Background: an optimization exercise with open tools, aiming at small area. Do not read the settings as production practice. RTL that was checked went through simulation tests only; none was proved equivalent to the original. Power is estimated from default activity; no workload was simulated.

the reference run:
==> module ALU_ft, before the edit <==
module ALU_ft (
    input              clk,
    input              rst,
    input      [31:0]  A,
    input      [31:0]  B,
    input      [2:0]   ALUControl,
    output reg [31:0]  Result,
    output reg         Zero,
    output reg         Carry,
    output reg         OverFlow,
    output             Negative,
    output reg         fault_detected_out
);
    wire [31:0] res;
    wire z, nz, cout, c31;
    ALU u_alu (
        .A(A),
        .B(B),
        .ALUControl(ALUControl),
        .res(res),
        .z(z),
        .nz(nz),
        .cout(cout),
        .c31(c31)
    );
    reg        q;
    reg        t2_valid;
    reg        mism;
    reg [31:0] t2;
    wire f     = fault_detected_out;
    wire s3    = q & f;
    wire load  = q & (f | ~mism);
    wire nload = ~load;
    wire arith = ~ALUControl[2] & ~ALUControl[1];
    wire [31:0] r_d;
    genvar i;
    generate
        for (i = 0; i < 32; i = i + 1) begin : hold
            c_o22a u_h (.a1(res[i]), .a2(nload), .b1(Result[i]), .b2(load), .y(r_d[i]));
        end
    endgenerate
    wire [31:0] t2_d;
    wire ns3 = ~s3;
    generate
        for (i = 0; i < 32; i = i + 1) begin : t2hold
            c_o22a u_t (.a1(res[i]), .a2(s3), .b1(t2[i]), .b2(ns3), .y(t2_d[i]));
        end
    endgenerate
    wire zero_d, carry_d, ovf_d, mism_d;
    wire nt2v = ~t2_valid;
    c_o22a u_zd (.a1(z), .a2(nload), .b1(Zero), .b2(load), .y(zero_d));
    c_o22a u_cd (.a1(arith & cout), .a2(nload), .b1(Carry), .b2(load), .y(carry_d));
    c_o22a u_vd (.a1(arith & (cout ^ c31)), .a2(nload), .b1(OverFlow), .b2(load), .y(ovf_d));
    c_o22a u_md (.a1(ne), .a2(nt2v), .b1(nz), .b2(t2_valid), .y(mism_d));
    wire [31:0] eq;
    wire [7:0]  e4n;
    wire [3:0]  e8;
    wire        ne;
    generate
        for (i = 0; i < 32; i = i + 1) begin : cmp
            c_xnor2 u_x (.a(res[i]), .b(t2[i]), .y(eq[i]));
        end
        for (i = 0; i < 8; i = i + 1) begin : cmp4
            c_nand4 u_n (.a(eq[4*i]), .b(eq[4*i+1]), .c(eq[4*i+2]), .d(eq[4*i+3]), .y(e4n[i]));
        end
        for (i = 0; i < 4; i = i + 1) begin : cmp8
            c_nor2 u_r (.a(e4n[2*i]), .b(e4n[2*i+1]), .y(e8[i]));
        end
    endgenerate
    c_nand4 u_ne (.a(e8[0]), .b(e8[1]), .c(e8[2]), .d(e8[3]), .y(ne));
    always @(posedge clk or negedge rst) begin
        if (!rst) begin
            q                  <= 1'b0;
            fault_detected_out <= 1'b0;
            t2_valid           <= 1'b0;
            Result             <= 32'b0;
            Zero               <= 1'b0;
            Carry              <= 1'b0;
            OverFlow           <= 1'b0;
        end
        else begin
            q                  <= ~q | (~f & mism);
            fault_detected_out <= q & (f | mism);
            t2_valid           <= 1'b1;
            Result             <= r_d;
            Zero               <= zero_d;
            Carry              <= carry_d;
            OverFlow           <= ovf_d;
        end
    end
    always @(posedge clk) begin
        mism <= mism_d;
        t2   <= t2_d;
    end
    assign Negative = Result[31];
endmodule
==> flow/config.mk <==
export PLATFORM = sky130hd
export DESIGN_NAME = ALU_ft
export DESIGN_NICKNAME = ALU_ft
export VERILOG_FILES = /design/flow/design.v
export SDC_FILE = /design/flow/constraint.sdc
export NUM_CORES = 4
export LEC_CHECK = 0
export CAP_MARGIN = 10
export CORE_MARGIN = 2
export CORE_UTILIZATION = 40
export GPL_TIMING_DRIVEN = 0
export SLEW_MARGIN = 10
export SYNTH_HIERARCHICAL = 1
==> flow/constraint.sdc <==
create_clock -name core_clock -period 6.0 [get_ports {clk}]
set_input_delay 1.2000 -clock core_clock [delete_from_list [all_inputs] [get_ports {clk}]]
set_output_delay 1.2000 -clock core_clock [all_outputs]
set_load 0.01 [all_outputs]
standard.sh (not shown) runs the stock make flow with config.mk's settings and CLKGATE_MAP_FILE= SYNTH_SCRIPT=/design/flow/synth_recipe.tcl, a recipe that flattens the netlist after the stock synthesis.
==> flow/flow/run.sh <==
#!/bin/bash
# Own flow: the standard layout (standard.sh, unchanged synthesis) with
#  - the synthesized netlist's combinational cells set to drive strength 1
#    (flow/downsize.py) before floorplanning; the flow's repair steps size
#    them up again where needed;
#  - port buffers made sky130_fd_sc_hd__buf_1 (BUFFER_PORTS_ARGS);
#  - clock tree synthesis without dummy loads, with clkbuf_4 buffers
#    (CTS_ARGS; the rest as cts.tcl sets them).
# Every tool's full output stays in orfs/logs/ under this folder; make's
# output goes to synth.log and layout.log here, downsize.py's to downsize.log.
set -euo pipefail
export BUFFER_PORTS_ARGS="-buffer_cell sky130_fd_sc_hd__buf_1"
export CTS_ARGS="-sink_clustering_enable -repair_clock_nets -buf_list sky130_fd_sc_hd__clkbuf_4 -sink_clustering_size 30 -dont_use_dummy_load"
res=orfs/results/$FLOW_PLATFORM/ALU_ft/base
bash standard.sh synth > synth.log 2>&1
python3 flow/downsize.py $res/1_2_yosys.v $FLOW_HOME/platforms/$FLOW_PLATFORM/lib/sky130_fd_sc_hd__tt_025C_1v80.lib > downsize.log 2>&1
touch $res/1_2_yosys.v $res/1_2_yosys.sdc
rm -f $res/1_synth.odb $res/1_synth.sdc
bash standard.sh finish > layout.log 2>&1
test -f out/final.def
Other scripts of this flow, unchanged in this note and not shown: flow/flow/downsize.py
In summary, the reference run completed successfully, with a layout that passed the timing, design-rule and antenna checks.
For the trial run, these inputs were changed with respect to the reference run:
--- a/flow/design.v
+++ b/flow/design.v
@@ -736,7 +736,6 @@
         .c31(c31)
     );
     reg        q;
-    reg        t2_valid;
     reg        mism;
     reg [31:0] t2;
     wire f     = fault_detected_out;
@@ -758,12 +757,13 @@
             c_o22a u_t (.a1(res[i]), .a2(s3), .b1(t2[i]), .b2(ns3), .y(t2_d[i]));
         end
     endgenerate
-    wire zero_d, carry_d, ovf_d, mism_d;
-    wire nt2v = ~t2_valid;
+    wire zero_d, carry_d, ovf_d, mism_d, cmp_r;
+    wire nmism = ~mism;
     c_o22a u_zd (.a1(z), .a2(nload), .b1(Zero), .b2(load), .y(zero_d));
     c_o22a u_cd (.a1(arith & cout), .a2(nload), .b1(Carry), .b2(load), .y(carry_d));
     c_o22a u_vd (.a1(arith & (cout ^ c31)), .a2(nload), .b1(OverFlow), .b2(load), .y(ovf_d));
-    c_o22a u_md (.a1(ne), .a2(nt2v), .b1(nz), .b2(t2_valid), .y(mism_d));
+    c_o22a u_mc (.a1(ne), .a2(mism), .b1(nz), .b2(nmism), .y(cmp_r));
+    assign mism_d = ~q & cmp_r;
     wire [31:0] eq;
     wire [7:0]  e4n;
     wire [3:0]  e8;
@@ -784,7 +784,6 @@
         if (!rst) begin
             q                  <= 1'b0;
             fault_detected_out <= 1'b0;
-            t2_valid           <= 1'b0;
             Result             <= 32'b0;
             Zero               <= 1'b0;
             Carry              <= 1'b0;
@@ -793,16 +792,20 @@
         else begin
             q                  <= ~q | (~f & mism);
             fault_detected_out <= q & (f | mism);
-            t2_valid           <= 1'b1;
             Result             <= r_d;
             Zero               <= zero_d;
             Carry              <= carry_d;
             OverFlow           <= ovf_d;
         end
     end
+    always @(posedge clk or negedge rst) begin
+        if (!rst)
+            mism <= 1'b1;
+        else
+            mism <= mism_d;
+    end
     always @(posedge clk) begin
-        mism <= mism_d;
-        t2   <= t2_d;
+        t2 <= t2_d;
     end
     assign Negative = Result[31];
 endmodule
==> run notes <==
- In summary, the trial run completed successfully, with a layout that passed the timing, design-rule and antenna checks.
- Register-to-register slack: higher on the reference run
- Delta (the trial run minus the reference run): routed length on met2 has increased; count of instances resized after the clock tree is built has increased.
- The trial run -> the reference run: clock power flat
- Cell-internal power | the trial run below the reference run
Only the layout flow was run in the reference run; the RTL was not checked for function there.

## separate check: timing with driven ports
The flow's constraints put no driver on any port. The routed layouts listed below were extracted and timed again, unchanged, in two steps.
Step 1 (the two cells are an assumption about what drives the block):
set clk [get_ports {clk}]
set_driving_cell -lib_cell sky130_fd_sc_hd__clkbuf_16 $clk
set_driving_cell -lib_cell sky130_fd_sc_hd__buf_2 [delete_from_list [all_inputs] $clk]
Step 2 times the ports against the registers' clock, not the clock port: input delays grow and output delays shrink by t, the midpoint of the rising clock arrivals with the driver on.
Slacks: ideal / step 1 / step 2; pairs: ideal / step 1.
run | t, ns | setup WS [ns] | hold WS [ns] | worst setup path at the end | slew at the worst register clock pin (ns)
the reference run | 0.421 | 0.323 / 0.300 / -0.122 | 0.491 / 0.491 / 0.491 | input to register | 0.12 / 0.12
the trial run | 0.422 | 0.393 / 0.368 / -0.054 | 0.486 / 0.486 / 0.486 | input to register | 0.11 / 0.11
Met with ideal ports but missed after step 2: setup timing in the reference run and the trial run. The setup slack of the trial run, which loses most, moves by -0.025 ns with the drivers and by -0.447 ns with both steps.
